What follows belongs to an exercise in optimizing a design on an open flow for small area and a short achievable clock period; a production flow would make more cautious choices. No run shown here included a check of the RTL's function; only the layout flow was run. Power figures rest on the tool's default switching activity, not on a simulated workload.

**flow/flow/run.sh**
```bash
#!/bin/bash
# Own layout flow: the standard flow, with
#  - the column cell bs_col mapped by hand (flow/bs_col_cells.v) before flattening,
#  - flow/extra.mk appended to config.mk (port buffer cell).
set -euo pipefail
cd "$(dirname "$0")/.."
W=$PWD
cat flow/extra.mk >> config.mk
# synthesis: the standard flow's script, with the hand-mapped bs_col read over the synthesized one
awk -v f="$W/flow/bs_col_cells.v" '{print} /source .*synth.tcl/ {print "read_verilog -overwrite " f}' \
  synth_recipe.tcl > my_synth.tcl
grep -q "read_verilog -overwrite" my_synth.tcl
sed "s#SYNTH_SCRIPT=[^ ]*#SYNTH_SCRIPT=$W/my_synth.tcl#" standard.sh > my_standard.sh
grep -q "my_synth.tcl" my_standard.sh
bash my_standard.sh ${FLOW_TARGET:-finish} > make_finish.log 2>&1
```
**flow/flow/bs_col_cells.v**
```verilog
// bs_col and bs_take (see rtl/solution.v) mapped by hand to sky130_fd_sc_hd cells.
//
// bs_col:
// nhit = ~(a & c0 & ~c1 & take)
// src  = ~c0 & ~ntake & c1
// nk   = ~((a & nhit) | src)
// d    = ~((nk & nhl & nhr) | rst)
module bs_col (
    input a, input c0, input c1, input take, input ntake, input rst,
    input nhl, input nhr,
    output nhit, output d
);
    wire src, nk;
    sky130_fd_sc_hd__nand4b_1 g_hit (.A_N(c1), .B(c0), .C(a), .D(take), .Y(nhit));
    sky130_fd_sc_hd__nor3b_1 g_src (.A(c0), .B(ntake), .C_N(c1), .Y(src));
    sky130_fd_sc_hd__a21oi_1 g_keep (.A1(a), .A2(nhit), .B1(src), .Y(nk));
    sky130_fd_sc_hd__a31oi_1 g_d (.A1(nk), .A2(nhl), .A3(nhr), .B1(rst), .Y(d));
endmodule

// bs_take:
// ntake = done | rst | ~row_valid, take = ~ntake, rst_l = rst (buffered)
module bs_take (input row_valid, input done, input rst, output take, output ntake,
                output rst_l);
    sky130_fd_sc_hd__or3b_2 g_ntake (.A(done), .B(rst), .C_N(row_valid), .X(ntake));
    sky130_fd_sc_hd__inv_4 g_take (.A(ntake), .Y(take));
    sky130_fd_sc_hd__buf_2 g_rst (.A(rst), .X(rst_l));
endmodule
```
**flow/flow/extra.mk**
```make
# port buffers: the smallest buffer
export BUFFER_PORTS_ARGS = -buffer_cell sky130_fd_sc_hd__buf_1
# one tie cell per constant
export SKIP_REPAIR_TIE_FANOUT = 1
```
**flow/standard.sh**
```bash
#!/bin/bash
# synth_recipe.tcl (not shown) runs the flow's synth.tcl, then flattens the netlist and writes it again
# the make line also repeats each setting of config.mk as NAME=value (left out here)
make -C /OpenROAD-flow-scripts/flow DESIGN_CONFIG=/design/flow/config.mk WORK_HOME=/design/flow/orfs CLKGATE_MAP_FILE= SYNTH_SCRIPT=/design/flow/synth_recipe.tcl "${@:-finish}"
```
**flow/config.mk**
```make
export PLATFORM = sky130hd
export DESIGN_NAME = solution
export DESIGN_NICKNAME = solution
export VERILOG_FILES = /design/flow/design.v
export SDC_FILE = /design/flow/constraint.sdc
export NUM_CORES = 4
export LEC_CHECK = 0
export CAP_MARGIN = 20
export CORE_MARGIN = 2
export CORE_UTILIZATION = 65
export CTS_BUF_LIST = sky130_fd_sc_hd__clkbuf_4 sky130_fd_sc_hd__clkbuf_8
export SLEW_MARGIN = 20
export SYNTH_HIERARCHICAL = 1
export SYNTH_MINIMUM_KEEP_SIZE = 0
# port buffers: the smallest buffer
export BUFFER_PORTS_ARGS = -buffer_cell sky130_fd_sc_hd__buf_1
# one tie cell per constant
export SKIP_REPAIR_TIE_FANOUT = 1
```
**flow/constraint.sdc**
```tcl
create_clock -name core_clock -period 100.0 [get_ports {clk}]
set_input_delay 20.0000 -clock core_clock [delete_from_list [all_inputs] [get_ports {clk}]]
set_output_delay 20.0000 -clock core_clock [all_outputs]
set_load 0.01 [all_outputs]
```
**flow/design.v**
```verilog
`timescale 1ns/1ps
module solution (
    input clk,
    input rst,
    input row_valid,
    input [281:0] row_data,
    output [63:0] splitters_hit,
    output reg done
);
    localparam WIDTH = 141;
    localparam HEIGHT = 142;
    reg [7:0] y;                   
    reg [WIDTH-1:0] active;        
    reg [15:0] pn;               
    reg [14:0] acc;              
    localparam NTAKE = 8;
    wire [NTAKE-1:0] take_g, ntake_g, rst_g;
    genvar k;
    generate
        for (k = 0; k < NTAKE; k = k + 1) begin : tk
            bs_take u_take (.row_valid(row_valid), .done(done), .rst(rst),
                            .take(take_g[k]), .ntake(ntake_g[k]), .rst_l(rst_g[k]));
        end
    endgenerate
    wire take = take_g[0];
    wire [WIDTH-1:0] nhit, d;
    genvar i;
    generate
        for (i = 0; i < WIDTH; i = i + 1) begin : cols
            wire nhl = (i == 0) ? 1'b1 : nhit[(i == 0) ? 0 : i - 1];
            wire nhr = (i == WIDTH - 1) ? 1'b1 : nhit[(i == WIDTH - 1) ? 0 : i + 1];
            bs_col u_col (
                .a(active[i]), .c0(row_data[2*i]), .c1(row_data[2*i+1]),
                .take(take_g[i * NTAKE / WIDTH]), .ntake(ntake_g[i * NTAKE / WIDTH]),
                .rst(rst_g[i * NTAKE / WIDTH]), .nhl(nhl), .nhr(nhr),
                .nhit(nhit[i]), .d(d[i])
            );
        end
    endgenerate
    always @(posedge clk) begin
        active <= d;
        if (rst) begin
            y <= 8'd0;
            done <= 1'b0;
        end else if (take) begin
            y <= y + 8'd1;
            if (y == HEIGHT - 1) done <= 1'b1;
        end
    end
    wire s1, c2;
    bs_fa u_s1 (.a(nhit[0]), .b(nhit[100]), .c(nhit[101]), .s(s1), .co(c2));
    wire s3, c4;
    bs_fa u_s3 (.a(nhit[102]), .b(nhit[103]), .c(nhit[104]), .s(s3), .co(c4));
    wire s5, c6;
    bs_fa u_s5 (.a(nhit[105]), .b(nhit[106]), .c(nhit[107]), .s(s5), .co(c6));
    wire s7, c8;
    bs_fa u_s7 (.a(nhit[108]), .b(nhit[109]), .c(nhit[10]), .s(s7), .co(c8));
    wire s9, c10;
    bs_fa u_s9 (.a(nhit[110]), .b(nhit[111]), .c(nhit[112]), .s(s9), .co(c10));
    wire s11, c12;
    bs_fa u_s11 (.a(nhit[113]), .b(nhit[114]), .c(nhit[115]), .s(s11), .co(c12));
    wire s13, c14;
    bs_fa u_s13 (.a(nhit[116]), .b(nhit[117]), .c(nhit[118]), .s(s13), .co(c14));
    wire s15, c16;
    bs_fa u_s15 (.a(nhit[119]), .b(nhit[11]), .c(nhit[120]), .s(s15), .co(c16));
    wire s17, c18;
    bs_fa u_s17 (.a(nhit[121]), .b(nhit[122]), .c(nhit[123]), .s(s17), .co(c18));
    wire s19, c20;
    bs_fa u_s19 (.a(nhit[124]), .b(nhit[125]), .c(nhit[126]), .s(s19), .co(c20));
    wire s21, c22;
    bs_fa u_s21 (.a(nhit[127]), .b(nhit[128]), .c(nhit[129]), .s(s21), .co(c22));
    wire s23, c24;
    bs_fa u_s23 (.a(nhit[12]), .b(nhit[130]), .c(nhit[131]), .s(s23), .co(c24));
    wire s25, c26;
    bs_fa u_s25 (.a(nhit[132]), .b(nhit[133]), .c(nhit[134]), .s(s25), .co(c26));
    wire s27, c28;
    bs_fa u_s27 (.a(nhit[135]), .b(nhit[136]), .c(nhit[137]), .s(s27), .co(c28));
    wire s29, c30;
    bs_fa u_s29 (.a(nhit[138]), .b(nhit[139]), .c(nhit[13]), .s(s29), .co(c30));
    wire s31, c32;
    bs_fa u_s31 (.a(nhit[140]), .b(nhit[14]), .c(nhit[15]), .s(s31), .co(c32));
    wire s33, c34;
    bs_fa u_s33 (.a(nhit[16]), .b(nhit[17]), .c(nhit[18]), .s(s33), .co(c34));
    wire s35, c36;
    bs_fa u_s35 (.a(nhit[19]), .b(nhit[1]), .c(nhit[20]), .s(s35), .co(c36));
    wire s37, c38;
    bs_fa u_s37 (.a(nhit[21]), .b(nhit[22]), .c(nhit[23]), .s(s37), .co(c38));
    wire s39, c40;
    bs_fa u_s39 (.a(nhit[24]), .b(nhit[25]), .c(nhit[26]), .s(s39), .co(c40));
    wire s41, c42;
    bs_fa u_s41 (.a(nhit[27]), .b(nhit[28]), .c(nhit[29]), .s(s41), .co(c42));
    wire s43, c44;
    bs_fa u_s43 (.a(nhit[2]), .b(nhit[30]), .c(nhit[31]), .s(s43), .co(c44));
    wire s45, c46;
    bs_fa u_s45 (.a(nhit[32]), .b(nhit[33]), .c(nhit[34]), .s(s45), .co(c46));
    wire s47, c48;
    bs_fa u_s47 (.a(nhit[35]), .b(nhit[36]), .c(nhit[37]), .s(s47), .co(c48));
    wire s49, c50;
    bs_fa u_s49 (.a(nhit[38]), .b(nhit[39]), .c(nhit[3]), .s(s49), .co(c50));
    wire s51, c52;
    bs_fa u_s51 (.a(nhit[40]), .b(nhit[41]), .c(nhit[42]), .s(s51), .co(c52));
    wire s53, c54;
    bs_fa u_s53 (.a(nhit[43]), .b(nhit[44]), .c(nhit[45]), .s(s53), .co(c54));
    wire s55, c56;
    bs_fa u_s55 (.a(nhit[46]), .b(nhit[47]), .c(nhit[48]), .s(s55), .co(c56));
    wire s57, c58;
    bs_fa u_s57 (.a(nhit[49]), .b(nhit[4]), .c(nhit[50]), .s(s57), .co(c58));
    wire s59, c60;
    bs_fa u_s59 (.a(nhit[51]), .b(nhit[52]), .c(nhit[53]), .s(s59), .co(c60));
    wire s61, c62;
    bs_fa u_s61 (.a(nhit[54]), .b(nhit[55]), .c(nhit[56]), .s(s61), .co(c62));
    wire s63, c64;
    bs_fa u_s63 (.a(nhit[57]), .b(nhit[58]), .c(nhit[59]), .s(s63), .co(c64));
    wire s65, c66;
    bs_fa u_s65 (.a(nhit[5]), .b(nhit[60]), .c(nhit[61]), .s(s65), .co(c66));
    wire s67, c68;
    bs_fa u_s67 (.a(nhit[62]), .b(nhit[63]), .c(nhit[64]), .s(s67), .co(c68));
    wire s69, c70;
    bs_fa u_s69 (.a(nhit[65]), .b(nhit[66]), .c(nhit[67]), .s(s69), .co(c70));
    wire s71, c72;
    bs_fa u_s71 (.a(nhit[68]), .b(nhit[69]), .c(nhit[6]), .s(s71), .co(c72));
    wire s73, c74;
    bs_fa u_s73 (.a(nhit[70]), .b(nhit[71]), .c(nhit[72]), .s(s73), .co(c74));
    wire s75, c76;
    bs_fa u_s75 (.a(nhit[73]), .b(nhit[74]), .c(nhit[75]), .s(s75), .co(c76));
    wire s77, c78;
    bs_fa u_s77 (.a(nhit[76]), .b(nhit[77]), .c(nhit[78]), .s(s77), .co(c78));
    wire s79, c80;
    bs_fa u_s79 (.a(nhit[79]), .b(nhit[7]), .c(nhit[80]), .s(s79), .co(c80));
    wire s81, c82;
    bs_fa u_s81 (.a(nhit[81]), .b(nhit[82]), .c(nhit[83]), .s(s81), .co(c82));
    wire s83, c84;
    bs_fa u_s83 (.a(nhit[84]), .b(nhit[85]), .c(nhit[86]), .s(s83), .co(c84));
    wire s85, c86;
    bs_fa u_s85 (.a(nhit[87]), .b(nhit[88]), .c(nhit[89]), .s(s85), .co(c86));
    wire s87, c88;
    bs_fa u_s87 (.a(nhit[8]), .b(nhit[90]), .c(nhit[91]), .s(s87), .co(c88));
    wire s89, c90;
    bs_fa u_s89 (.a(nhit[92]), .b(nhit[93]), .c(nhit[94]), .s(s89), .co(c90));
    wire s91, c92;
    bs_fa u_s91 (.a(nhit[95]), .b(nhit[96]), .c(nhit[97]), .s(s91), .co(c92));
    wire s93, c94;
    bs_fa u_s93 (.a(nhit[98]), .b(nhit[99]), .c(nhit[9]), .s(s93), .co(c94));
    wire s95, c96;
    bs_fa u_s95 (.a(s1), .b(s11), .c(s13), .s(s95), .co(c96));
    wire s97, c98;
    bs_fa u_s97 (.a(s15), .b(s17), .c(s19), .s(s97), .co(c98));
    wire s99, c100;
    bs_fa u_s99 (.a(s21), .b(s23), .c(s25), .s(s99), .co(c100));
    wire s101, c102;
    bs_fa u_s101 (.a(s27), .b(s29), .c(s3), .s(s101), .co(c102));
    wire s103, c104;
    bs_fa u_s103 (.a(s31), .b(s33), .c(s35), .s(s103), .co(c104));
    wire s105, c106;
    bs_fa u_s105 (.a(s37), .b(s39), .c(s41), .s(s105), .co(c106));
    wire s107, c108;
    bs_fa u_s107 (.a(s43), .b(s45), .c(s47), .s(s107), .co(c108));
    wire s109, c110;
    bs_fa u_s109 (.a(s49), .b(s5), .c(s51), .s(s109), .co(c110));
    wire s111, c112;
    bs_fa u_s111 (.a(s53), .b(s55), .c(s57), .s(s111), .co(c112));
    wire s113, c114;
    bs_fa u_s113 (.a(s59), .b(s61), .c(s63), .s(s113), .co(c114));
    wire s115, c116;
    bs_fa u_s115 (.a(s65), .b(s67), .c(s69), .s(s115), .co(c116));
    wire s117, c118;
    bs_fa u_s117 (.a(s7), .b(s71), .c(s73), .s(s117), .co(c118));
    wire s119, c120;
    bs_fa u_s119 (.a(s75), .b(s77), .c(s79), .s(s119), .co(c120));
    wire s121, c122;
    bs_fa u_s121 (.a(s81), .b(s83), .c(s85), .s(s121), .co(c122));
    wire s123, c124;
    bs_fa u_s123 (.a(s87), .b(s89), .c(s9), .s(s123), .co(c124));
    wire s125, c126;
    bs_fa u_s125 (.a(s91), .b(s93), .c(s101), .s(s125), .co(c126));
    wire s127, c128;
    bs_fa u_s127 (.a(s103), .b(s105), .c(s107), .s(s127), .co(c128));
    wire s129, c130;
    bs_fa u_s129 (.a(s109), .b(s111), .c(s113), .s(s129), .co(c130));
    wire s131, c132;
    bs_fa u_s131 (.a(s115), .b(s117), .c(s119), .s(s131), .co(c132));
    wire s133, c134;
    bs_fa u_s133 (.a(s121), .b(s123), .c(s95), .s(s133), .co(c134));
    wire s135, c136;
    bs_fa u_s135 (.a(s97), .b(s99), .c(s125), .s(s135), .co(c136));
    wire s137, c138;
    bs_fa u_s137 (.a(s127), .b(s129), .c(s131), .s(s137), .co(c138));
    wire s139, c140;
    bs_fa u_s139 (.a(c10), .b(c12), .c(c14), .s(s139), .co(c140));
    wire s141, c142;
    bs_fa u_s141 (.a(c16), .b(c18), .c(c2), .s(s141), .co(c142));
    wire s143, c144;
    bs_fa u_s143 (.a(c20), .b(c22), .c(c24), .s(s143), .co(c144));
    wire s145, c146;
    bs_fa u_s145 (.a(c26), .b(c28), .c(c30), .s(s145), .co(c146));
    wire s147, c148;
    bs_fa u_s147 (.a(c32), .b(c34), .c(c36), .s(s147), .co(c148));
    wire s149, c150;
    bs_fa u_s149 (.a(c38), .b(c4), .c(c40), .s(s149), .co(c150));
    wire s151, c152;
    bs_fa u_s151 (.a(c42), .b(c44), .c(c46), .s(s151), .co(c152));
    wire s153, c154;
    bs_fa u_s153 (.a(c48), .b(c50), .c(c52), .s(s153), .co(c154));
    wire s155, c156;
    bs_fa u_s155 (.a(c54), .b(c56), .c(c58), .s(s155), .co(c156));
    wire s157, c158;
    bs_fa u_s157 (.a(c6), .b(c60), .c(c62), .s(s157), .co(c158));
    wire s159, c160;
    bs_fa u_s159 (.a(c64), .b(c66), .c(c68), .s(s159), .co(c160));
    wire s161, c162;
    bs_fa u_s161 (.a(c70), .b(c72), .c(c74), .s(s161), .co(c162));
    wire s163, c164;
    bs_fa u_s163 (.a(c76), .b(c78), .c(c8), .s(s163), .co(c164));
    wire s165, c166;
    bs_fa u_s165 (.a(c80), .b(c82), .c(c84), .s(s165), .co(c166));
    wire s167, c168;
    bs_fa u_s167 (.a(c86), .b(c88), .c(c90), .s(s167), .co(c168));
    wire s169, c170;
    bs_fa u_s169 (.a(c92), .b(c94), .c(c100), .s(s169), .co(c170));
    wire s171, c172;
    bs_fa u_s171 (.a(c102), .b(c104), .c(c106), .s(s171), .co(c172));
    wire s173, c174;
    bs_fa u_s173 (.a(c108), .b(c110), .c(c112), .s(s173), .co(c174));
    wire s175, c176;
    bs_fa u_s175 (.a(c114), .b(c116), .c(c118), .s(s175), .co(c176));
    wire s177, c178;
    bs_fa u_s177 (.a(c120), .b(c122), .c(c124), .s(s177), .co(c178));
    wire s179, c180;
    bs_fa u_s179 (.a(c96), .b(c98), .c(s139), .s(s179), .co(c180));
    wire s181, c182;
    bs_fa u_s181 (.a(s141), .b(s143), .c(s145), .s(s181), .co(c182));
    wire s183, c184;
    bs_fa u_s183 (.a(s147), .b(s149), .c(s151), .s(s183), .co(c184));
    wire s185, c186;
    bs_fa u_s185 (.a(s153), .b(s155), .c(s157), .s(s185), .co(c186));
    wire s187, c188;
    bs_fa u_s187 (.a(s159), .b(s161), .c(s163), .s(s187), .co(c188));
    wire s189, c190;
    bs_fa u_s189 (.a(s165), .b(s167), .c(c126), .s(s189), .co(c190));
    wire s191, c192;
    bs_fa u_s191 (.a(c128), .b(c130), .c(c132), .s(s191), .co(c192));
    wire s193, c194;
    bs_fa u_s193 (.a(c134), .b(s169), .c(s171), .s(s193), .co(c194));
    wire s195, c196;
    bs_fa u_s195 (.a(s173), .b(s175), .c(s177), .s(s195), .co(c196));
    wire s197, c198;
    bs_fa u_s197 (.a(s179), .b(s181), .c(s183), .s(s197), .co(c198));
    wire s199, c200;
    bs_fa u_s199 (.a(s185), .b(s187), .c(c136), .s(s199), .co(c200));
    wire s201, c202;
    bs_fa u_s201 (.a(c138), .b(s189), .c(s191), .s(s201), .co(c202));
    wire s203, c204;
    bs_fa u_s203 (.a(s193), .b(s195), .c(s197), .s(s203), .co(c204));
    wire s205, c206;
    bs_fa u_s205 (.a(c140), .b(c142), .c(c144), .s(s205), .co(c206));
    wire s207, c208;
    bs_fa u_s207 (.a(c146), .b(c148), .c(c150), .s(s207), .co(c208));
    wire s209, c210;
    bs_fa u_s209 (.a(c152), .b(c154), .c(c156), .s(s209), .co(c210));
    wire s211, c212;
    bs_fa u_s211 (.a(c158), .b(c160), .c(c162), .s(s211), .co(c212));
    wire s213, c214;
    bs_fa u_s213 (.a(c164), .b(c166), .c(c168), .s(s213), .co(c214));
    wire s215, c216;
    bs_fa u_s215 (.a(c170), .b(c172), .c(c174), .s(s215), .co(c216));
    wire s217, c218;
    bs_fa u_s217 (.a(c176), .b(c178), .c(c180), .s(s217), .co(c218));
    wire s219, c220;
    bs_fa u_s219 (.a(c182), .b(c184), .c(c186), .s(s219), .co(c220));
    wire s221, c222;
    bs_fa u_s221 (.a(c188), .b(s205), .c(s207), .s(s221), .co(c222));
    wire s223, c224;
    bs_fa u_s223 (.a(s209), .b(s211), .c(s213), .s(s223), .co(c224));
    wire s225, c226;
    bs_fa u_s225 (.a(c190), .b(c192), .c(c194), .s(s225), .co(c226));
    wire s227, c228;
    bs_fa u_s227 (.a(c196), .b(c198), .c(s215), .s(s227), .co(c228));
    wire s229, c230;
    bs_fa u_s229 (.a(s217), .b(s219), .c(s221), .s(s229), .co(c230));
    wire s231, c232;
    bs_fa u_s231 (.a(s223), .b(c200), .c(c202), .s(s231), .co(c232));
    wire s233, c234;
    bs_fa u_s233 (.a(c204), .b(s225), .c(s227), .s(s233), .co(c234));
    wire s235, c236;
    bs_fa u_s235 (.a(c206), .b(c208), .c(c210), .s(s235), .co(c236));
    wire s237, c238;
    bs_fa u_s237 (.a(c212), .b(c214), .c(c216), .s(s237), .co(c238));
    wire s239, c240;
    bs_fa u_s239 (.a(c218), .b(c220), .c(c222), .s(s239), .co(c240));
    wire s241, c242;
    bs_fa u_s241 (.a(c224), .b(s235), .c(c226), .s(s241), .co(c242));
    wire s243, c244;
    bs_fa u_s243 (.a(c228), .b(c230), .c(s237), .s(s243), .co(c244));
    wire s245, c246;
    bs_fa u_s245 (.a(s239), .b(c232), .c(c234), .s(s245), .co(c246));
    wire s247, c248;
    bs_fa u_s247 (.a(c236), .b(c238), .c(c240), .s(s247), .co(c248));
    wire s249, c250;
    bs_fa u_s249 (.a(c242), .b(c244), .c(s247), .s(s249), .co(c250));
    wire [15:0] pn_next = {c250, c248, s249, c246, s245, s243, s241, s233, s231, s229, s203, s201, s199, s137, s135, s133};
    wire [15:0] pt = ~pn;
    wire s251, c252;
    bs_fa u_s251 (.a(acc[0]), .b(pt[0]), .c(pt[1]), .s(s251), .co(c252));
    wire s253, c254;
    bs_fa u_s253 (.a(acc[1]), .b(pt[3]), .c(pt[4]), .s(s253), .co(c254));
    wire s255, c256;
    bs_fa u_s255 (.a(pt[5]), .b(c252), .c(s253), .s(s255), .co(c256));
    wire s257, c258;
    bs_fa u_s257 (.a(acc[2]), .b(pt[6]), .c(pt[7]), .s(s257), .co(c258));
    wire s259, c260;
    bs_fa u_s259 (.a(pt[8]), .b(c254), .c(s257), .s(s259), .co(c260));
    wire s261, c262;
    bs_fa u_s261 (.a(acc[3]), .b(pt[10]), .c(pt[11]), .s(s261), .co(c262));
    wire s263, c264;
    bs_fa u_s263 (.a(pt[9]), .b(c258), .c(s261), .s(s263), .co(c264));
    wire s265, c266;
    bs_fa u_s265 (.a(acc[4]), .b(pt[12]), .c(pt[13]), .s(s265), .co(c266));
    wire s267, c268;
    bs_fa u_s267 (.a(c262), .b(s265), .c(c264), .s(s267), .co(c268));
    wire s269, c270;
    bs_fa u_s269 (.a(acc[5]), .b(pt[14]), .c(pt[15]), .s(s269), .co(c270));
    wire s271, c272;
    bs_fa u_s271 (.a(c266), .b(s269), .c(c268), .s(s271), .co(c272));
    wire s273, c274;
    bs_fa u_s273 (.a(acc[6]), .b(c270), .c(c272), .s(s273), .co(c274));
    wire s275, c276;
    bs_ha u_s275 (.a(pt[2]), .b(s251), .s(s275), .co(c276));
    wire s277, c278;
    bs_ha u_s277 (.a(s255), .b(c276), .s(s277), .co(c278));
    wire s279, c280;
    bs_fa u_s279 (.a(c256), .b(s259), .c(c278), .s(s279), .co(c280));
    wire s281, c282;
    bs_fa u_s281 (.a(c260), .b(s263), .c(c280), .s(s281), .co(c282));
    wire s283, c284;
    bs_ha u_s283 (.a(s267), .b(c282), .s(s283), .co(c284));
    wire s285, c286;
    bs_ha u_s285 (.a(s271), .b(c284), .s(s285), .co(c286));
    wire s287, c288;
    bs_ha u_s287 (.a(s273), .b(c286), .s(s287), .co(c288));
    wire s289, c290;
    bs_fa u_s289 (.a(acc[7]), .b(c274), .c(c288), .s(s289), .co(c290));
    wire s291, c292;
    bs_ha u_s291 (.a(acc[8]), .b(c290), .s(s291), .co(c292));
    wire s293, c294;
    bs_ha u_s293 (.a(acc[9]), .b(c292), .s(s293), .co(c294));
    wire s295, c296;
    bs_ha u_s295 (.a(acc[10]), .b(c294), .s(s295), .co(c296));
    wire s297, c298;
    bs_ha u_s297 (.a(acc[11]), .b(c296), .s(s297), .co(c298));
    wire s299, c300;
    bs_ha u_s299 (.a(acc[12]), .b(c298), .s(s299), .co(c300));
    wire s301, c302;
    bs_ha u_s301 (.a(acc[13]), .b(c300), .s(s301), .co(c302));
    wire s303, c304;
    bs_ha u_s303 (.a(acc[14]), .b(c302), .s(s303), .co(c304));
    wire [14:0] total = {s303, s301, s299, s297, s295, s293, s291, s289, s287, s285, s283, s281, s279, s277, s275};
    always @(posedge clk) begin
        pn <= pn_next;                  
        if (rst) acc <= 15'd0;
        else acc <= total;
    end
    assign splitters_hit = {49'd0, total};
endmodule
module bs_col (
    input a, input c0, input c1, input take, input ntake, input rst,
    input nhl, input nhr,
    output nhit, output d
);
    assign nhit = ~(a & c0 & ~c1 & take);
    wire src = ~ntake & c1 & ~c0;
    wire nkeep = ~((a & nhit) | src);
    assign d = ~((nkeep & nhl & nhr) | rst);
endmodule
module bs_take (input row_valid, input done, input rst, output take, output ntake,
                output rst_l);
    assign take = row_valid & ~done & ~rst;
    assign ntake = ~take;
    assign rst_l = rst;
endmodule
module bs_fa (input a, input b, input c, output s, output co);
    assign s = a ^ b ^ c;
    assign co = (a & b) | (a & c) | (b & c);
endmodule
module bs_ha (input a, input b, output s, output co);
    assign s = a ^ b;
    assign co = a & b;
endmodule
module bs_hac (input a, input b, output s, output co);
    assign s = ~(a ^ b);
    assign co = a | b;
endmodule
```
==> flow_metrics.py, run 1 <==
metrics = {
    "logic_synthesis": {
        "synthesis.nets": 1491,
        "syn_avg_cell_area_sq_um": 10.9,
        "synthCells": 1052,
        "yosysWarnings": 7,
        "syn-cell-area_sq_um": 11500,
    },
    "global_routing": {
        "antenna_found_initial": 2,
        "grt_pass1_vias": 9385,
        "grt_usage_pct": 32.8,
        "grt_start_max_net_pins": 84,
        "grt-ovfl-total": 0,
        "grt_pass1_wl_mm": 46.9,
    },
    "place": {
        "port-buffer-count": 300,
        "pre_cts_ws_ns": 74.31,
        "postPlaceCellArea_sq_um": 12400,
        "hpwl_mm": 23.9,
        "place_congestion": 0.870,
    },
    "critical_path": {
        "cp_data_arrival_time_ns": 5.37,
        "path_class": "reg -> out",
        "startpoint_type": "flop",
        "critPathSlowestCell": "fa_1",
        "critPathTopFamily": "adder cells",
        "required_ns": 80.00,
        "cp_max_fo": 2,
        "crit_chain": "fa_1 > fa_1 > ha_1 > fa_1 > fa_1 > ha_1 > ha_1 > ha_1 > fa_1 > ha_1 > ha_1 > ha_1 > ha_1 > ha_1 > ha_1 > ha_1 > buf_1",
        "path_buf_inv": 1,
        "cp_slowest_stage_delay_ns": 0.55,
        "worstSetupEndpointType": "primary output",
        "path_common_cell": "ha_1",
    },
    "die": {
        "die_h_microns": 137,
        "die_w_microns": 137,
        "start_util_pct": 66.3,
        "core.rowCount": 48,
        "dieArea_sq_um": 18700,
        "boundaryPins": 350,
        "coreArea_sq_um": 17300,
    },
    "clocking": {
        "cts_sinks": 181,
        "cts_buffer_depth": 2,
        "hold_buffers": 0,
        "numCtsBuffers": 17,
        "cts.clk_slew.worst_paths_ns": 0.10,
        "cts-root-buf": "clkbuf_8",
        "tritoncts": "built",
        "worstSkewPairLatency_ns": 0.47,
        "postCtsSetupBuffers": 0,
        "post_cts_resized": 0,
        "htreeDepth": 4,
    },
    "layout": {
        "drive_gt1_share_pct": 4.04,
        "design_area_sq_um": 12800,
        "syn_to_final_growth_pct": 11.3,
        "utilization_pct": 73.8,
        "nets": 1738,
    },
    "route": {
        "wl_mm": 30.2,
        "drt_iter0_markers": 678,
        "drtPass1Iterations": 5,
        "via_per_inst": 6.25,
        "route.detailed.drc": 0,
        "vias": 9617,
        "wl_per_cell_microns": 19.7,
        "drtAntennaViolNets": 0,
    },
    "sta": {
        "setup_viol": 0,
        "tns_ns": 0,
        "min_period_ns": 25.37,
        "worstMarginPinSlew_ns": 0.860,
        "maxSlewViolCount": 0,
        "rsz0062_at_grt": "no",
        "fin_skew_ns": 0.0177,
        "slew_headroom_pct": 42.7,
        "fmax_ghz": 0.0394,
        "hold_viol_final": 0,
        "fin_ws_ns": 74.63,
        "min_period_over_period_pct": 25.4,
    },
    "min_path": {
        "hold_path.class": "reg -> reg",
    },
    "run": {
        "maxCapViolCount": 0,
    },
    "power_and_ir_drop": {
        "max-vdd-ir-drop_mv": 0.0102,
        "p_per_area_nw_per_um2": 11.6,
        "p_total_uw": 148,
        "total_leakage_power_uw": 0.00351,
    },
    "run_status": {
        "outcome": "timing/DRC/antenna clean",
    },
}
==> tightest hold or removal path, stage by stage (launching register included) <==
cell and delay (ns):
dfxtp_1 0.33, o21ai_0 0.07, a21oi_1 0.07
==> layout make-up <==
cell class	instances	area, sq um
multi-input combinational	772	7200
fill	1345	4540
sequential	181	3620
timing repair buffer	302	1140
tap	225	282
clock buffer	18	248
clock inverter	14	143
inverter	25	114
antenna	1	2.50
==> layout by cell type, fill, tap and decap left out, drive strengths merged, types with 3 or more instances in the layout <==
cell type / instances
a21oi: 144
a31oi: 141
buf: 301
clkbuf: 19
clkinv: 4
dfxtp: 181
fa: 140
ha: 14
inv: 32
nand2: 3
nand4: 3
nand4b: 141
nor2: 6
nor2b: 15
nor3b: 141
o21ai: 3
or3: 3
or3b: 8
xor2: 3
==> final timing paths <==
kind / endpoint / cells past startpoint / slack, ns / from
min: y[7] / 2 / 0.51 / y[7]
min reg2reg: y[7] / 2 / 0.51 / y[7]
max reg2reg: pn[11] / 10 / 94.33 / done
max: splitters_hit[14] / 17 / 74.63 / acc[1]
==> state kept, by name (all words and copies together), names as in the netlist <==
register	cells
done	1
active	141
acc	15
y	8
pn	16
==> power breakdown <==
| group | switching (uW) | total (uW) | leakage (uW) | internal, uW |
|---|---|---|---|---|
| Sequential | 1.64 | 76.9 | 0.00147 | 75.3 |
| Clock | 29.1 | 50.3 | 0.000195 | 21.2 |
| Combinational | 12.0 | 21.0 | 0.00184 | 8.98 |
| Total | 42.8 | 148 | 0.00351 | 105 |
==> metrics by stage <==
stage,instances,hold WS (ns)
after detailed placement,1505,0.492
after global placement,1505,0.489
after CTS,1537,0.508
final,1538,0.509
after floorplan,1052,0.458
after global routing,1538,0.557
==> routing by layer <==
metal / routed length [microns] / global-route usage (%) / up-vias
li1: - / - / 4485
met1: 12400 / 43.2 / 4708
met2: 14700 / 54.3 / 370
met3: 2330 / 7.52 / 54
met4: 816 / 9.97 / 0
met5: 0 / 0 / -
==> run 2, diff against run 1 <==
--- a/flow/design.v
+++ b/flow/design.v
@@ -5,11 +5,12 @@
     input row_valid,
     input [281:0] row_data,
     output [63:0] splitters_hit,
-    output reg done
+    output done
 );
     localparam WIDTH = 141;
     localparam HEIGHT = 142;
     reg [7:0] y;                   
+    reg running;                   
     reg [WIDTH-1:0] active;        
     reg [15:0] pn;               
     reg [14:0] acc;              
@@ -18,7 +19,7 @@
     genvar k;
     generate
         for (k = 0; k < NTAKE; k = k + 1) begin : tk
-            bs_take u_take (.row_valid(row_valid), .done(done), .rst(rst),
+            bs_take u_take (.row_valid(row_valid), .running(running), .rst(rst),
                             .take(take_g[k]), .ntake(ntake_g[k]), .rst_l(rst_g[k]));
         end
     endgenerate
@@ -37,16 +38,18 @@
             );
         end
     endgenerate
+    wire rst0 = rst_g[0];
     always @(posedge clk) begin
         active <= d;
-        if (rst) begin
+        if (rst0) begin
             y <= 8'd0;
-            done <= 1'b0;
+            running <= 1'b1;
         end else if (take) begin
             y <= y + 8'd1;
-            if (y == HEIGHT - 1) done <= 1'b1;
+            if (y == HEIGHT - 1) running <= 1'b0;
         end
     end
+    assign done = ~running;
     wire s1, c2;
     bs_fa u_s1 (.a(nhit[0]), .b(nhit[100]), .c(nhit[101]), .s(s1), .co(c2));
     wire s3, c4;
@@ -323,40 +326,13 @@
     bs_fa u_s271 (.a(c266), .b(s269), .c(c268), .s(s271), .co(c272));
     wire s273, c274;
     bs_fa u_s273 (.a(acc[6]), .b(c270), .c(c272), .s(s273), .co(c274));
-    wire s275, c276;
-    bs_ha u_s275 (.a(pt[2]), .b(s251), .s(s275), .co(c276));
-    wire s277, c278;
-    bs_ha u_s277 (.a(s255), .b(c276), .s(s277), .co(c278));
-    wire s279, c280;
-    bs_fa u_s279 (.a(c256), .b(s259), .c(c278), .s(s279), .co(c280));
-    wire s281, c282;
-    bs_fa u_s281 (.a(c260), .b(s263), .c(c280), .s(s281), .co(c282));
-    wire s283, c284;
-    bs_ha u_s283 (.a(s267), .b(c282), .s(s283), .co(c284));
-    wire s285, c286;
-    bs_ha u_s285 (.a(s271), .b(c284), .s(s285), .co(c286));
-    wire s287, c288;
-    bs_ha u_s287 (.a(s273), .b(c286), .s(s287), .co(c288));
-    wire s289, c290;
-    bs_fa u_s289 (.a(acc[7]), .b(c274), .c(c288), .s(s289), .co(c290));
-    wire s291, c292;
-    bs_ha u_s291 (.a(acc[8]), .b(c290), .s(s291), .co(c292));
-    wire s293, c294;
-    bs_ha u_s293 (.a(acc[9]), .b(c292), .s(s293), .co(c294));
-    wire s295, c296;
-    bs_ha u_s295 (.a(acc[10]), .b(c294), .s(s295), .co(c296));
-    wire s297, c298;
-    bs_ha u_s297 (.a(acc[11]), .b(c296), .s(s297), .co(c298));
-    wire s299, c300;
-    bs_ha u_s299 (.a(acc[12]), .b(c298), .s(s299), .co(c300));
-    wire s301, c302;
-    bs_ha u_s301 (.a(acc[13]), .b(c300), .s(s301), .co(c302));
-    wire s303, c304;
-    bs_ha u_s303 (.a(acc[14]), .b(c302), .s(s303), .co(c304));
-    wire [14:0] total = {s303, s301, s299, s297, s295, s293, s291, s289, s287, s285, s283, s281, s279, s277, s275};
+    wire [14:0] fr0 = {acc[14], acc[13], acc[12], acc[11], acc[10], acc[9], acc[8], acc[7], s273, s271, s267, c260, c256, s255, pt[2]};
+    wire [14:0] fr1 = {1'b0, 1'b0, 1'b0, 1'b0, 1'b0, 1'b0, 1'b0, c274, 1'b0, 1'b0, 1'b0, s263, s259, 1'b0, s251};
+    wire [14:0] fsum = fr0 + fr1;
+    wire [14:0] total = {fsum[14], fsum[13], fsum[12], fsum[11], fsum[10], fsum[9], fsum[8], fsum[7], fsum[6], fsum[5], fsum[4], fsum[3], fsum[2], fsum[1], fsum[0]};
     always @(posedge clk) begin
         pn <= pn_next;                  
-        if (rst) acc <= 15'd0;
+        if (rst0) acc <= 15'd0;
         else acc <= total;
     end
     assign splitters_hit = {49'd0, total};
@@ -371,9 +347,9 @@
     wire nkeep = ~((a & nhit) | src);
     assign d = ~((nkeep & nhl & nhr) | rst);
 endmodule
-module bs_take (input row_valid, input done, input rst, output take, output ntake,
+module bs_take (input row_valid, input running, input rst, output take, output ntake,
                 output rst_l);
-    assign take = row_valid & ~done & ~rst;
+    assign take = row_valid & running & ~rst;
     assign ntake = ~take;
     assign rst_l = rst;
 endmodule
--- a/flow/flow/bs_col_cells.v
+++ b/flow/flow/bs_col_cells.v
@@ -18,10 +18,10 @@
 endmodule
 
 // bs_take:
-// ntake = done | rst | ~row_valid, take = ~ntake, rst_l = rst (buffered)
-module bs_take (input row_valid, input done, input rst, output take, output ntake,
+// take = row_valid & running & ~rst, ntake = ~take, rst_l = rst (buffered)
+module bs_take (input row_valid, input running, input rst, output take, output ntake,
                 output rst_l);
-    sky130_fd_sc_hd__or3b_2 g_ntake (.A(done), .B(rst), .C_N(row_valid), .X(ntake));
-    sky130_fd_sc_hd__inv_4 g_take (.A(ntake), .Y(take));
+    sky130_fd_sc_hd__and3b_2 g_take (.A_N(rst), .B(running), .C(row_valid), .X(take));
+    sky130_fd_sc_hd__nand3b_1 g_ntake (.A_N(rst), .B(running), .C(row_valid), .Y(ntake));
     sky130_fd_sc_hd__buf_2 g_rst (.A(rst), .X(rst_l));
 endmodule
==> run 2 against run 1 <==
- still clean on timing, DRC and antenna
- global-route usage rose by 0.70 points
- combinational power is 7% higher
- critical endpoint is now pn[13]
- highest routed layer unchanged
- non-clock buffer count is 1 higher
==> flow_metrics.py, run 2 <==
metrics = {
    "logic_synthesis": {
        "synthCells": 1082,
        "syn-cell-area_sq_um": 11600,
        "yosysWarnings": 7,
        "syn_avg_cell_area_sq_um": 10.7,
        "synthesis.nets": 1511,
    },
    "sta": {
        "min_period_over_period_pct": 24.6,
        "setup_viol": 0,
        "fmax_ghz": 0.0406,
        "slew_headroom_pct": 33.6,
        "tns_ns": 0,
        "min_period_ns": 24.63,
        "rsz0062_at_grt": "no",
        "maxSlewViolCount": 0,
        "worstMarginPinSlew_ns": 0.992,
        "fin_ws_ns": 75.37,
        "hold_viol_final": 0,
        "fin_skew_ns": 0.0269,
    },
    "power_and_ir_drop": {
        "total_leakage_power_uw": 0.00358,
        "p_total_uw": 155,
        "p_per_area_nw_per_um2": 11.8,
        "max-vdd-ir-drop_mv": 0.00859,
    },
    "layout": {
        "fill_cells": 1329,
        "top_regs": "active x141, pn x16, acc x15",
        "largest_reg_flops": 141,
        "final_common_cell": "buf_1",
        "syn_to_final_growth_pct": 12.6,
        "design_area_sq_um": 13100,
        "mostFrequentLayoutCells": "buf_1 (299), dfxtp_1 (181), a21oi_1 (148)",
        "fin_cells": 1583,
        "drive_gt1_share_pct": 3.91,
        "nets": 1772,
        "top_register": "active",
    },
    "die": {
        "coreArea_sq_um": 17400,
        "start_util_pct": 66.8,
        "dieArea_sq_um": 18900,
        "die_w_microns": 138,
        "die_h_microns": 138,
        "core.rowCount": 48,
        "boundaryPins": 350,
    },
    "critical_path": {
        "cp_data_arrival_time_ns": 24.97,
        "path_class": "in -> reg",
        "startpoint_type": "input port",
        "cp_max_fo": 185,
        "startpoint": "rst",
        "worstSetupEndpointType": "flop",
        "r2r_start": "running",
        "required_ns": 100.34,
    },
    "clocking": {
        "cts_sinks": 181,
        "cts.clk_slew.worst_paths_ns": 0.09,
        "worstSkewPairLatency_ns": 0.47,
        "cts_buffer_depth": 2,
        "postCtsSetupBuffers": 0,
        "numCtsBuffers": 17,
        "hold_buffers": 0,
        "cts-root-buf": "clkbuf_8",
        "tritoncts": "built",
        "post_cts_resized": 0,
        "htreeDepth": 4,
    },
    "route": {
        "drtAntennaViolNets": 0,
        "wl_per_cell_microns": 20.0,
        "drt_iter0_markers": 788,
        "route.detailed.drc": 0,
        "wl_mm": 31.6,
        "vias": 10121,
        "via_per_inst": 6.39,
        "drtPass1Iterations": 6,
    },
    "global_routing": {
        "grt-ovfl-total": 0,
        "antenna_found_initial": 2,
        "grt_usage_pct": 33.5,
        "grt_pass1_wl_mm": 48.5,
        "grt_pass1_vias": 9718,
        "grt_start_max_net_pins": 186,
    },
    "min_path": {
        "hold_path.class": "reg -> reg",
        "min-delay-start": "y[7]",
    },
    "place": {
        "postPlaceCellArea_sq_um": 12600,
        "placed_cells": 1549,
        "hpwl_mm": 24.4,
        "place_congestion": 0.855,
        "port-buffer-count": 300,
        "pre_cts_ws_ns": 75.01,
    },
    "run": {
        "maxCapViolCount": 0,
    },
    "run_status": {
        "outcome": "timing/DRC/antenna clean",
    },
}
[run 2: layout make-up]
| cell class | instances | area [sq um] | share of cell area [%] |
|---|---|---|---|
| Sequential cell | 181 | 3620 | 27.7 |
| Inverter | 18 | 67.6 | 0.517 |
| Clock buffer | 20 | 269 | 2.06 |
| Multi-Input combinational cell | 822 | 7480 | 57.3 |
| Tap cell | 225 | 282 | 2.15 |
| Antenna cell | 2 | 5.00 | 0.0383 |
| Clock inverter | 12 | 168 | 1.28 |
| Timing Repair Buffer | 303 | 1160 | 8.92 |
[run 2: stage by stage]
stage | hold WS, ns | util [%]
6_report | 0.515 | 75.3
5_1_grt | 0.528 | 75.3
4_1_cts | 0.502 | 75.2
3_5_place_dp | 0.485 | 72.7
3_3_place_gp | 0.471 | 72.7
2_1_floorplan | 0.458 | -
[run 2: metal layers]
metal / up-vias / track usage [%] / wire [microns] / part of all wire (%)
met5: - / 0 / 0 / 0
met4: 0 / 10.2 / 697 / 2.2
met3: 52 / 6.84 / 2630 / 8.3
met2: 475 / 55.3 / 15300 / 48
met1: 4940 / 44.7 / 13000 / 41
li1: 4654 / - / - / -
[run 2: path summary, 6_finish.rpt]
check	slack, ns	depth (start not counted)	end
worst max-delay path	75.37	11	pn[13]
worst max register to register	94.66	10	pn[13]
worst min-delay path	0.51	2	y[7]
worst min register to register	0.51	2	y[7]
[run 2: critical path: stages]
cell	delay, ns
clkbuf_4	0.13
buf_12	0.27
and3b_2	0.58
nand4b_1	0.31
fa_1	0.66
fa_1	0.45
fa_1	0.53
fa_1	0.48
fa_1	0.47
fa_1	0.45
fa_1	0.46
[run 2: power breakdown]
part	switching (uW)	leakage, uW	internal (uW)
Clock	28.1	0.000218	26.8
Combinational	13.1	0.00189	9.46
Sequential	1.71	0.00147	75.3
Total	42.9	0.00358	112
==> run 3, diff against run 2 <==
--- a/flow/design.v
+++ b/flow/design.v
@@ -326,10 +326,43 @@
     bs_fa u_s271 (.a(c266), .b(s269), .c(c268), .s(s271), .co(c272));
     wire s273, c274;
     bs_fa u_s273 (.a(acc[6]), .b(c270), .c(c272), .s(s273), .co(c274));
-    wire [14:0] fr0 = {acc[14], acc[13], acc[12], acc[11], acc[10], acc[9], acc[8], acc[7], s273, s271, s267, c260, c256, s255, pt[2]};
-    wire [14:0] fr1 = {1'b0, 1'b0, 1'b0, 1'b0, 1'b0, 1'b0, 1'b0, c274, 1'b0, 1'b0, 1'b0, s263, s259, 1'b0, s251};
-    wire [14:0] fsum = fr0 + fr1;
-    wire [14:0] total = {fsum[14], fsum[13], fsum[12], fsum[11], fsum[10], fsum[9], fsum[8], fsum[7], fsum[6], fsum[5], fsum[4], fsum[3], fsum[2], fsum[1], fsum[0]};
+    wire s275, c276;
+    bs_ha u_s275 (.a(pt[2]), .b(s251), .s(s275), .co(c276));
+    wire s277, c278;
+    bs_ha u_s277 (.a(s255), .b(c276), .s(s277), .co(c278));
+    wire s279, c280;
+    bs_fa u_s279 (.a(c256), .b(s259), .c(c278), .s(s279), .co(c280));
+    wire s281, c282;
+    bs_fa u_s281 (.a(c260), .b(s263), .c(c280), .s(s281), .co(c282));
+    wire s283, c284;
+    bs_ha u_s283 (.a(s267), .b(c282), .s(s283), .co(c284));
+    wire s285, c286;
+    bs_ha u_s285 (.a(s271), .b(c284), .s(s285), .co(c286));
+    wire s287, c288;
+    bs_ha u_s287 (.a(s273), .b(c286), .s(s287), .co(c288));
+    wire s289, c290;
+    bs_fa u_s289 (.a(acc[7]), .b(c274), .c(c288), .s(s289), .co(c290));
+    wire inc8 = c290;
+    wire tot8 = acc[8] ^ inc8;
+    wire pre9 = acc[8];
+    wire inc9 = c290 & pre9;
+    wire tot9 = acc[9] ^ inc9;
+    wire pre10 = pre9 & acc[9];
+    wire inc10 = c290 & pre10;
+    wire tot10 = acc[10] ^ inc10;
+    wire pre11 = pre10 & acc[10];
+    wire inc11 = c290 & pre11;
+    wire tot11 = acc[11] ^ inc11;
+    wire pre12 = pre11 & acc[11];
+    wire inc12 = c290 & pre12;
+    wire tot12 = acc[12] ^ inc12;
+    wire pre13 = pre12 & acc[12];
+    wire inc13 = c290 & pre13;
+    wire tot13 = acc[13] ^ inc13;
+    wire pre14 = pre13 & acc[13];
+    wire inc14 = c290 & pre14;
+    wire tot14 = acc[14] ^ inc14;
+    wire [14:0] total = {tot14, tot13, tot12, tot11, tot10, tot9, tot8, s289, s287, s285, s283, s281, s279, s277, s275};
     always @(posedge clk) begin
         pn <= pn_next;                  
         if (rst0) acc <= 15'd0;
==> run 3 against run 2 <==
- cell area is 2.2% lower
- critical path type unchanged
- largest cell class unchanged
- largest power group unchanged
- area after synthesis is 0.67% lower
- worst setup slack worse by 1.0 ns
- sequential power hardly changed
- count of clock-buffer cells in the layout is 3 lower
- die area is 0.65% lower
==> flow_metrics.py, run 3 <==
metrics = {
    "place": {
        "port-buffer-count": 300,
        "placed_cells": 1518,
        "hpwl_mm": 23.5,
        "place_congestion": 0.843,
    },
    "logic_synthesis": {
        "yosysWarnings": 7,
        "synthesis.nets": 1498,
        "synthCells": 1065,
        "syn-cell-area_sq_um": 11500,
        "syn_avg_cell_area_sq_um": 10.8,
    },
    "critical_path": {
        "worstSetupEndpointType": "flop",
        "path_class": "in -> reg",
        "crit_chain": "clkbuf_4 > buf_4 > buf_4 > and3b_2 > nand4b_1 > fa_1 > fa_1 > fa_1 > fa_1 > fa_1 > fa_1 > fa_1",
        "critPathSlowestCell": "buf_4",
        "startpoint_type": "input port",
        "path_common_cell": "fa_1",
        "cp_data_arrival_time_ns": 25.98,
        "cp_slowest_stage_delay_ns": 0.71,
        "cp_max_fo": 78,
        "required_ns": 100.35,
    },
    "power_and_ir_drop": {
        "total_leakage_power_uw": 0.00349,
        "max-vdd-ir-drop_mv": 0.00869,
        "p_per_area_nw_per_um2": 11.5,
    },
    "clocking": {
        "htreeDepth": 4,
        "tritoncts": "built",
        "cts_buffer_depth": 2,
        "cts-root-buf": "clkbuf_8",
        "postCtsSetupBuffers": 0,
        "hold_buffers": 0,
        "worstSkewPairLatency_ns": 0.48,
        "cts.clk_slew.worst_paths_ns": 0.10,
        "cts_sinks": 181,
        "numCtsBuffers": 17,
        "post_cts_resized": 0,
    },
    "sta": {
        "hold_viol_final": 0,
        "min_period_over_period_pct": 25.6,
        "tns_ns": 0,
        "fin_skew_ns": 0.0106,
        "holdWs_ns": 0.505,
        "worstMarginPinSlew_ns": 1.00,
        "setup_viol": 0,
        "min_period_ns": 25.63,
        "slew_headroom_pct": 33.3,
        "rsz0062_at_grt": "no",
        "fmax_ghz": 0.0390,
        "maxSlewViolCount": 0,
    },
    "route": {
        "drtPass1Iterations": 6,
        "wl_per_cell_microns": 19.4,
        "via_per_inst": 6.34,
        "route.detailed.drc": 0,
        "wl_mm": 30.1,
        "drt_iter0_markers": 638,
        "vias": 9828,
        "drtAntennaViolNets": 0,
    },
    "die": {
        "die_h_microns": 137,
        "dieArea_sq_um": 18800,
        "coreArea_sq_um": 17300,
        "core.rowCount": 48,
        "die_w_microns": 137,
        "start_util_pct": 66.6,
        "boundaryPins": 350,
    },
    "layout": {
        "syn_to_final_growth_pct": 10.9,
        "largest_reg_flops": 141,
        "antenna_cells": 0,
        "drive_gt1_share_pct": 3.40,
        "top_register": "active",
        "mostFrequentLayoutCells": "buf_1 (299), dfxtp_1 (181), a21oi_1 (146)",
        "multiInputGateArea_sq_um": 7300,
        "fin_cells": 1549,
        "final_common_cell": "buf_1",
        "top_regs": "active x141, pn x16, acc x15",
        "fill_cells": 1338,
        "nets": 1745,
        "regArea_sq_um": 3620,
    },
    "global_routing": {
        "grt_usage_pct": 32.6,
        "grt-ovfl-total": 0,
        "antenna_found_initial": 0,
        "grt_start_max_net_pins": 79,
        "grt_pass1_vias": 9594,
        "grt_pass1_wl_mm": 47.0,
    },
    "run": {
        "maxCapViolCount": 0,
    },
    "run_status": {
        "outcome": "timing/DRC/antenna clean",
    },
    "min_path": {
        "hold_path.class": "reg -> reg",
    },
}
## run 3: changes by cell type in the layout (fill, tap and decap cells not counted), moves of 4 or more
cell,delta
mux2_2,-4
nor2_1,-5
xor2_1,-4
xnor2_1,-4
clkinv_2,+4
## run 3: critical path, delay by kind of cell
family / cells / cell delay, ns
simple gates: 2 / 0.66
buf+inv: 3 / 1.75
fa+ha+maj: 7 / 3.46
## run 3: path summary, 6_finish.rpt
| path | start | to | slack [ns] | cells past startpoint |
|---|---|---|---|---|
| hold / removal | y[7] | y[7] | 0.50 | 2 |
| setup reg to reg | running | pn[13] | 94.24 | 9 |
| setup / recovery | rst | pn[13] | 74.37 | 12 |
| hold reg to reg | y[7] | y[7] | 0.50 | 2 |
## run 3: routing by layer
layer | up-vias | share of wire, % | GRT usage [%] | wire length, microns
met2 | 420 | 49 | 54.3 | 14700
met3 | 40 | 8.0 | 7.11 | 2420
li1 | 4536 | - | - | -
met4 | 0 | 1.8 | 9.28 | 549
met1 | 4832 | 41 | 43.2 | 12500
met5 | - | 0 | 0 | 0
## run 3: metrics by stage
stage          worst slack [ns]  cell area (sq um)  util [%]  total power, uW
3_3_place_gp              74.03              12400      71.8             99.8
3_5_place_dp              73.94              12400      71.8              100
2_1_floorplan             75.90              11500         -             93.1
6_report                  74.37              12800      73.9              147
5_1_grt                   74.18              12800      73.9              153
4_1_cts                   74.48              12800      73.9              148
## run 3: area by class of cell
class,count,area share [%]
clock inverter,14,0.998
clock buffer,17,1.83
sequential,181,28.3
timing repair buffer,302,8.96
tap,225,2.20
inverter,19,0.558
multi-input combinational,791,57.1
## run 3: power by group
| group | internal [uW] | total [uW] | leakage [uW] | switching [uW] |
|---|---|---|---|---|
| Combinational | 9.27 | 21.7 | 0.00183 | 12.5 |
| Sequential | 75.3 | 77.0 | 0.00147 | 1.71 |
| Clock | 19.9 | 48.2 | 0.000187 | 28.4 |
| Total | 104 | 147 | 0.00349 | 42.6 |
==> run 4, diff against run 3 <==
--- a/flow/design.v
+++ b/flow/design.v
@@ -12,14 +12,16 @@
     reg [7:0] y;                   
     reg running;                   
     reg [WIDTH-1:0] active;        
-    reg [15:0] pn;               
+    reg [22:0] pn;               
     reg [14:0] acc;              
     localparam NTAKE = 8;
     wire [NTAKE-1:0] take_g, ntake_g, rst_g;
+    wire rst_cn;
+    bs_inv u_rst (.i(rst), .o(rst_cn));
     genvar k;
     generate
         for (k = 0; k < NTAKE; k = k + 1) begin : tk
-            bs_take u_take (.row_valid(row_valid), .running(running), .rst(rst),
+            bs_take u_take (.row_valid(row_valid), .running(running), .rst(rst), .rst_cn(rst_cn),
                             .take(take_g[k]), .ntake(ntake_g[k]), .rst_l(rst_g[k]));
         end
     endgenerate
@@ -281,88 +283,79 @@
     wire s229, c230;
     bs_fa u_s229 (.a(s217), .b(s219), .c(s221), .s(s229), .co(c230));
     wire s231, c232;
-    bs_fa u_s231 (.a(s223), .b(c200), .c(c202), .s(s231), .co(c232));
+    bs_fa u_s231 (.a(c206), .b(c208), .c(c210), .s(s231), .co(c232));
     wire s233, c234;
-    bs_fa u_s233 (.a(c204), .b(s225), .c(s227), .s(s233), .co(c234));
+    bs_fa u_s233 (.a(c212), .b(c214), .c(c216), .s(s233), .co(c234));
     wire s235, c236;
-    bs_fa u_s235 (.a(c206), .b(c208), .c(c210), .s(s235), .co(c236));
+    bs_fa u_s235 (.a(c218), .b(c220), .c(c222), .s(s235), .co(c236));
+    wire [22:0] pn_next = {c236, c234, c232, s235, s233, c230, c228, c226, s231, c224, s229, s227, s225, c204, c202, c200, s223, s203, s201, s199, s137, s135, s133};
+    wire [22:0] pt = ~pn;
     wire s237, c238;
-    bs_fa u_s237 (.a(c212), .b(c214), .c(c216), .s(s237), .co(c238));
+    bs_fa u_s237 (.a(acc[2]), .b(pt[10]), .c(pt[11]), .s(s237), .co(c238));
     wire s239, c240;
-    bs_fa u_s239 (.a(c218), .b(c220), .c(c222), .s(s239), .co(c240));
+    bs_fa u_s239 (.a(acc[3]), .b(pt[13]), .c(pt[14]), .s(s239), .co(c240));
     wire s241, c242;
-    bs_fa u_s241 (.a(c224), .b(s235), .c(c226), .s(s241), .co(c242));
+    bs_ha u_s241 (.a(pt[15]), .b(pt[16]), .s(s241), .co(c242));
     wire s243, c244;
-    bs_fa u_s243 (.a(c228), .b(c230), .c(s237), .s(s243), .co(c244));
+    bs_fa u_s243 (.a(pt[12]), .b(pt[6]), .c(pt[7]), .s(s243), .co(c244));
     wire s245, c246;
-    bs_fa u_s245 (.a(s239), .b(c232), .c(c234), .s(s245), .co(c246));
+    bs_fa u_s245 (.a(pt[17]), .b(pt[18]), .c(pt[19]), .s(s245), .co(c246));
     wire s247, c248;
-    bs_fa u_s247 (.a(c236), .b(c238), .c(c240), .s(s247), .co(c248));
+    bs_ha u_s247 (.a(s241), .b(c238), .s(s247), .co(c248));
     wire s249, c250;
-    bs_fa u_s249 (.a(c242), .b(c244), .c(s247), .s(s249), .co(c250));
-    wire [15:0] pn_next = {c250, c248, s249, c246, s245, s243, s241, s233, s231, s229, s203, s201, s199, s137, s135, s133};
-    wire [15:0] pt = ~pn;
+    bs_fa u_s249 (.a(acc[4]), .b(pt[20]), .c(pt[21]), .s(s249), .co(c250));
     wire s251, c252;
-    bs_fa u_s251 (.a(acc[0]), .b(pt[0]), .c(pt[1]), .s(s251), .co(c252));
+    bs_fa u_s251 (.a(pt[22]), .b(c242), .c(c240), .s(s251), .co(c252));
     wire s253, c254;
-    bs_fa u_s253 (.a(acc[1]), .b(pt[3]), .c(pt[4]), .s(s253), .co(c254));
+    bs_ha u_s253 (.a(acc[0]), .b(pt[0]), .s(s253), .co(c254));
     wire s255, c256;
-    bs_fa u_s255 (.a(pt[5]), .b(c252), .c(s253), .s(s255), .co(c256));
+    bs_fa u_s255 (.a(acc[1]), .b(pt[3]), .c(pt[4]), .s(s255), .co(c256));
     wire s257, c258;
-    bs_fa u_s257 (.a(acc[2]), .b(pt[6]), .c(pt[7]), .s(s257), .co(c258));
+    bs_fa u_s257 (.a(pt[8]), .b(pt[9]), .c(s237), .s(s257), .co(c258));
     wire s259, c260;
-    bs_fa u_s259 (.a(pt[8]), .b(c254), .c(s257), .s(s259), .co(c260));
+    bs_fa u_s259 (.a(c244), .b(s239), .c(s245), .s(s259), .co(c260));
     wire s261, c262;
-    bs_fa u_s261 (.a(acc[3]), .b(pt[10]), .c(pt[11]), .s(s261), .co(c262));
+    bs_fa u_s261 (.a(c246), .b(s249), .c(c248), .s(s261), .co(c262));
     wire s263, c264;
-    bs_fa u_s263 (.a(pt[9]), .b(c258), .c(s261), .s(s263), .co(c264));
+    bs_ha u_s263 (.a(acc[5]), .b(c250), .s(s263), .co(c264));
     wire s265, c266;
-    bs_fa u_s265 (.a(acc[4]), .b(pt[12]), .c(pt[13]), .s(s265), .co(c266));
+    bs_ha u_s265 (.a(pt[1]), .b(pt[2]), .s(s265), .co(c266));
     wire s267, c268;
-    bs_fa u_s267 (.a(c262), .b(s265), .c(c264), .s(s267), .co(c268));
+    bs_fa u_s267 (.a(pt[5]), .b(c254), .c(s255), .s(s267), .co(c268));
     wire s269, c270;
-    bs_fa u_s269 (.a(acc[5]), .b(pt[14]), .c(pt[15]), .s(s269), .co(c270));
+    bs_fa u_s269 (.a(c256), .b(s243), .c(s257), .s(s269), .co(c270));
     wire s271, c272;
-    bs_fa u_s271 (.a(c266), .b(s269), .c(c268), .s(s271), .co(c272));
+    bs_fa u_s271 (.a(s247), .b(c258), .c(s259), .s(s271), .co(c272));
     wire s273, c274;
-    bs_fa u_s273 (.a(acc[6]), .b(c270), .c(c272), .s(s273), .co(c274));
+    bs_fa u_s273 (.a(c260), .b(s251), .c(s261), .s(s273), .co(c274));
     wire s275, c276;
-    bs_ha u_s275 (.a(pt[2]), .b(s251), .s(s275), .co(c276));
+    bs_fa u_s275 (.a(s263), .b(c252), .c(c262), .s(s275), .co(c276));
     wire s277, c278;
-    bs_ha u_s277 (.a(s255), .b(c276), .s(s277), .co(c278));
-    wire s279, c280;
-    bs_fa u_s279 (.a(c256), .b(s259), .c(c278), .s(s279), .co(c280));
-    wire s281, c282;
-    bs_fa u_s281 (.a(c260), .b(s263), .c(c280), .s(s281), .co(c282));
-    wire s283, c284;
-    bs_ha u_s283 (.a(s267), .b(c282), .s(s283), .co(c284));
-    wire s285, c286;
-    bs_ha u_s285 (.a(s271), .b(c284), .s(s285), .co(c286));
-    wire s287, c288;
-    bs_ha u_s287 (.a(s273), .b(c286), .s(s287), .co(c288));
-    wire s289, c290;
-    bs_fa u_s289 (.a(acc[7]), .b(c274), .c(c288), .s(s289), .co(c290));
-    wire inc8 = c290;
+    bs_ha u_s277 (.a(acc[6]), .b(c264), .s(s277), .co(c278));
+    wire [7:0] fr0 = {c278, c276, c274, c272, c270, c268, c266, s265};
+    wire [7:0] fr1 = {acc[7], s277, s275, s273, s271, s269, s267, s253};
+    wire [8:0] fsum = fr0 + fr1;
+    wire inc8 = fsum[8];
     wire tot8 = acc[8] ^ inc8;
     wire pre9 = acc[8];
-    wire inc9 = c290 & pre9;
+    wire inc9 = fsum[8] & pre9;
     wire tot9 = acc[9] ^ inc9;
     wire pre10 = pre9 & acc[9];
-    wire inc10 = c290 & pre10;
+    wire inc10 = fsum[8] & pre10;
     wire tot10 = acc[10] ^ inc10;
     wire pre11 = pre10 & acc[10];
-    wire inc11 = c290 & pre11;
+    wire inc11 = fsum[8] & pre11;
     wire tot11 = acc[11] ^ inc11;
     wire pre12 = pre11 & acc[11];
-    wire inc12 = c290 & pre12;
+    wire inc12 = fsum[8] & pre12;
     wire tot12 = acc[12] ^ inc12;
     wire pre13 = pre12 & acc[12];
-    wire inc13 = c290 & pre13;
+    wire inc13 = fsum[8] & pre13;
     wire tot13 = acc[13] ^ inc13;
     wire pre14 = pre13 & acc[13];
-    wire inc14 = c290 & pre14;
+    wire inc14 = fsum[8] & pre14;
     wire tot14 = acc[14] ^ inc14;
-    wire [14:0] total = {tot14, tot13, tot12, tot11, tot10, tot9, tot8, s289, s287, s285, s283, s281, s279, s277, s275};
+    wire [14:0] total = {tot14, tot13, tot12, tot11, tot10, tot9, tot8, fsum[7], fsum[6], fsum[5], fsum[4], fsum[3], fsum[2], fsum[1], fsum[0]};
     always @(posedge clk) begin
         pn <= pn_next;                  
         if (rst0) acc <= 15'd0;
@@ -380,11 +373,14 @@
     wire nkeep = ~((a & nhit) | src);
     assign d = ~((nkeep & nhl & nhr) | rst);
 endmodule
-module bs_take (input row_valid, input running, input rst, output take, output ntake,
-                output rst_l);
+module bs_take (input row_valid, input running, input rst, input rst_cn,
+                output take, output ntake, output rst_l);
     assign take = row_valid & running & ~rst;
     assign ntake = ~take;
-    assign rst_l = rst;
+    assign rst_l = ~rst_cn;
+endmodule
+module bs_inv (input i, output o);
+    assign o = ~i;
 endmodule
 module bs_fa (input a, input b, input c, output s, output co);
     assign s = a ^ b ^ c;
--- a/flow/flow/bs_col_cells.v
+++ b/flow/flow/bs_col_cells.v
@@ -18,10 +18,15 @@
 endmodule
 
 // bs_take:
-// take = row_valid & running & ~rst, ntake = ~take, rst_l = rst (buffered)
-module bs_take (input row_valid, input running, input rst, output take, output ntake,
-                output rst_l);
+// take = row_valid & running & ~rst, ntake = ~take, rst_l = ~rst_cn
+module bs_take (input row_valid, input running, input rst, input rst_cn,
+                output take, output ntake, output rst_l);
     sky130_fd_sc_hd__and3b_2 g_take (.A_N(rst), .B(running), .C(row_valid), .X(take));
-    sky130_fd_sc_hd__nand3b_1 g_ntake (.A_N(rst), .B(running), .C(row_valid), .Y(ntake));
-    sky130_fd_sc_hd__buf_2 g_rst (.A(rst), .X(rst_l));
+    sky130_fd_sc_hd__inv_1 g_ntake (.A(take), .Y(ntake));
+    sky130_fd_sc_hd__inv_2 g_rst (.A(rst_cn), .Y(rst_l));
 endmodule
+
+// bs_inv: an inverter
+module bs_inv (input i, output o);
+    sky130_fd_sc_hd__inv_2 g_inv (.A(i), .Y(o));
+endmodule
==> flow/flow/extra.mk (replaced) <==
# port buffers: the smallest buffer
export BUFFER_PORTS_ARGS = -buffer_cell sky130_fd_sc_hd__buf_1
# one tie cell per constant
export SKIP_REPAIR_TIE_FANOUT = 1
# clock tree: no dummy loads (they only balance the tree's levels)
export CTS_ARGS = -sink_clustering_enable -repair_clock_nets -dont_use_dummy_load -buf_list {sky130_fd_sc_hd__clkbuf_4 sky130_fd_sc_hd__clkbuf_8}
--- a/flow/config.mk
+++ b/flow/config.mk
@@ -16,3 +16,5 @@
 export BUFFER_PORTS_ARGS = -buffer_cell sky130_fd_sc_hd__buf_1
 # one tie cell per constant
 export SKIP_REPAIR_TIE_FANOUT = 1
+# clock tree: no dummy loads (they only balance the tree's levels)
+export CTS_ARGS = -sink_clustering_enable -repair_clock_nets -dont_use_dummy_load -buf_list {sky130_fd_sc_hd__clkbuf_4 sky130_fd_sc_hd__clkbuf_8}
==> run 4 against run 3 <==
- routed wire length is 6.9% higher
- non-clock buffer count is 2 lower
- clock power is 18% lower
- largest cell class unchanged
- total power is 3.5% lower
- critical path depth stayed put
- critical endpoint is now splitters_hit[9]
- clock skew is 0.023 ns higher
- die area is 3.8% higher
- synthesized cell count is 5.4% higher
- still clean
==> flow_metrics.py, run 4 <==
metrics = {
    "run_status": {
        "outcome": "timing/DRC/antenna clean",
    },
    "critical_path": {
        "path_class": "reg -> out",
        "cp_max_fo": 6,
        "startpoint_type": "flop",
        "required_ns": 80.00,
        "worstSetupEndpointType": "primary output",
        "cp_data_arrival_time_ns": 4.26,
    },
    "clocking": {
        "postCtsSetupBuffers": 0,
        "cts_buffer_depth": 2,
        "tritoncts": "built",
        "worstSkewPairLatency_ns": 0.46,
        "post_cts_resized": 0,
        "htreeDepth": 4,
        "cts-root-buf": "clkbuf_8",
        "hold_buffers": 0,
        "numCtsBuffers": 17,
        "cts.clk_slew.worst_paths_ns": 0.09,
    },
    "layout": {
        "top_register": "active",
        "top_regs": "active x141, pn x23, acc x15",
        "fill_cells": 1412,
        "fin_cells": 1610,
        "mostFrequentLayoutCells": "buf_1 (300), dfxtp_1 (188), a21oi_1 (149)",
        "nets": 1816,
        "largest_reg_flops": 141,
        "drive_gt1_share_pct": 3.12,
        "syn_to_final_growth_pct": 10.1,
    },
    "route": {
        "via_per_inst": 6.32,
        "drt_iter0_markers": 636,
        "wl_mm": 32.2,
        "vias": 10173,
        "drtAntennaViolNets": 0,
        "route.detailed.drc": 0,
        "wl_per_cell_microns": 20.0,
    },
    "global_routing": {
        "grt_pass1_wl_mm": 50.7,
        "grt_start_max_net_pins": 51,
        "antenna_found_initial": 8,
        "grt-ovfl-total": 0,
        "grt_usage_pct": 32.8,
        "grt_pass1_vias": 9990,
    },
    "power_and_ir_drop": {
        "pwr-share-comb_pct": 15.9,
        "pwr-share-seq_pct": 56.3,
        "switching_share_pct": 27.5,
        "total_leakage_power_uw": 0.00386,
        "pwr-share-clk_pct": 27.8,
        "internal-power_uw": 103,
        "p_per_area_nw_per_um2": 10.8,
    },
    "place": {
        "hpwl_mm": 25.6,
        "port-buffer-count": 300,
        "place_congestion": 0.840,
    },
    "sta": {
        "fin_skew_ns": 0.0340,
        "setup_viol": 0,
        "tns_ns": 0,
        "rsz0062_at_grt": "no",
        "slew_headroom_pct": 37.9,
        "maxSlewViolCount": 0,
        "min_period_over_period_pct": 24.3,
        "holdWs_ns": 0.513,
        "worstMarginPinSlew_ns": 0.930,
        "fmax_ghz": 0.0412,
        "hold_viol_final": 0,
    },
    "die": {
        "coreArea_sq_um": 18000,
        "start_util_pct": 66.4,
        "dieArea_sq_um": 19500,
        "core.rowCount": 49,
        "die_h_microns": 140,
    },
    "logic_synthesis": {
        "synthCells": 1122,
        "synthesis.nets": 1558,
        "syn_avg_cell_area_sq_um": 10.7,
        "syn-cell-area_sq_um": 12000,
    },
    "run": {
        "maxCapViolCount": 0,
    },
    "min_path": {
        "hold_path.class": "reg -> reg",
    },
}
run 4: area by class of cell:
class / instances / area [sq um] / share of cell area (%)
sequential: 188 / 3760 / 28.6
multi-input combinational: 829 / 7600 / 57.6
timing repair buffer: 300 / 1130 / 8.54
inverter: 44 / 165 / 1.25
tap: 229 / 287 / 2.17
clock buffer: 17 / 234 / 1.78
antenna: 3 / 7.51 / 0.0570
run 4: final timing paths:
| path | from | endpoint | slack (ns) | depth (start not counted) |
|---|---|---|---|---|
| setup / recovery | pn[10] | splitters_hit[9] | 75.74 | 12 |
| setup reg to reg | running | pn[5] | 95.90 | 7 |
| hold / removal | y[7] | y[7] | 0.51 | 2 |
| hold reg to reg | y[7] | y[7] | 0.51 | 2 |
run 4: power by group through the flow:
stage	clock, uW	combinational, uW	sequential, uW
detailed placement	0	22.3	81.5
global route	42.6	25.1	80.2
global placement	0	21.6	81.5
CTS	39.8	22.3	79.9
finish	39.5	22.5	79.9
floorplan	0	14.7	81.1
run 4: per-layer routing:
| metal | up-vias | routed length, microns | GRT usage (%) | part of all wire (%) |
|---|---|---|---|---|
| li1 | 4743 | - | - | - |
| met1 | 4960 | 13400 | 44.5 | 42 |
| met2 | 403 | 15600 | 53.7 | 49 |
| met3 | 61 | 2340 | 7.09 | 7.3 |
| met4 | 6 | 734 | 9.11 | 2.3 |
| met5 | - | 39 | 0 | 0.12 |
run 4: worst max-delay path, cell delays in order (launching register included):
cell,delay (ns)
dfxtp_1,0.32
inv_1,0.05
fa_1,0.46
fa_1,0.53
fa_1,0.43
ha_1,0.34
a211oi_1,0.30
or3_1,0.48
o211ai_1,0.17
a21o_1,0.21
ha_1,0.18
xor2_1,0.17
buf_1,0.17
run 4: stage by stage:
step / power [uW] / worst slack, ns / cell area (sq um) / utilization, %
floorplan: 95.8 / 76.61 / 12000 / -
global placement: 103 / 76.18 / 12900 / 71.8
detailed placement: 104 / 76.15 / 12900 / 71.8
CTS: 142 / 75.70 / 13200 / 73.1
global route: 148 / 75.52 / 13200 / 73.1
finish: 142 / 75.74 / 13200 / 73.1
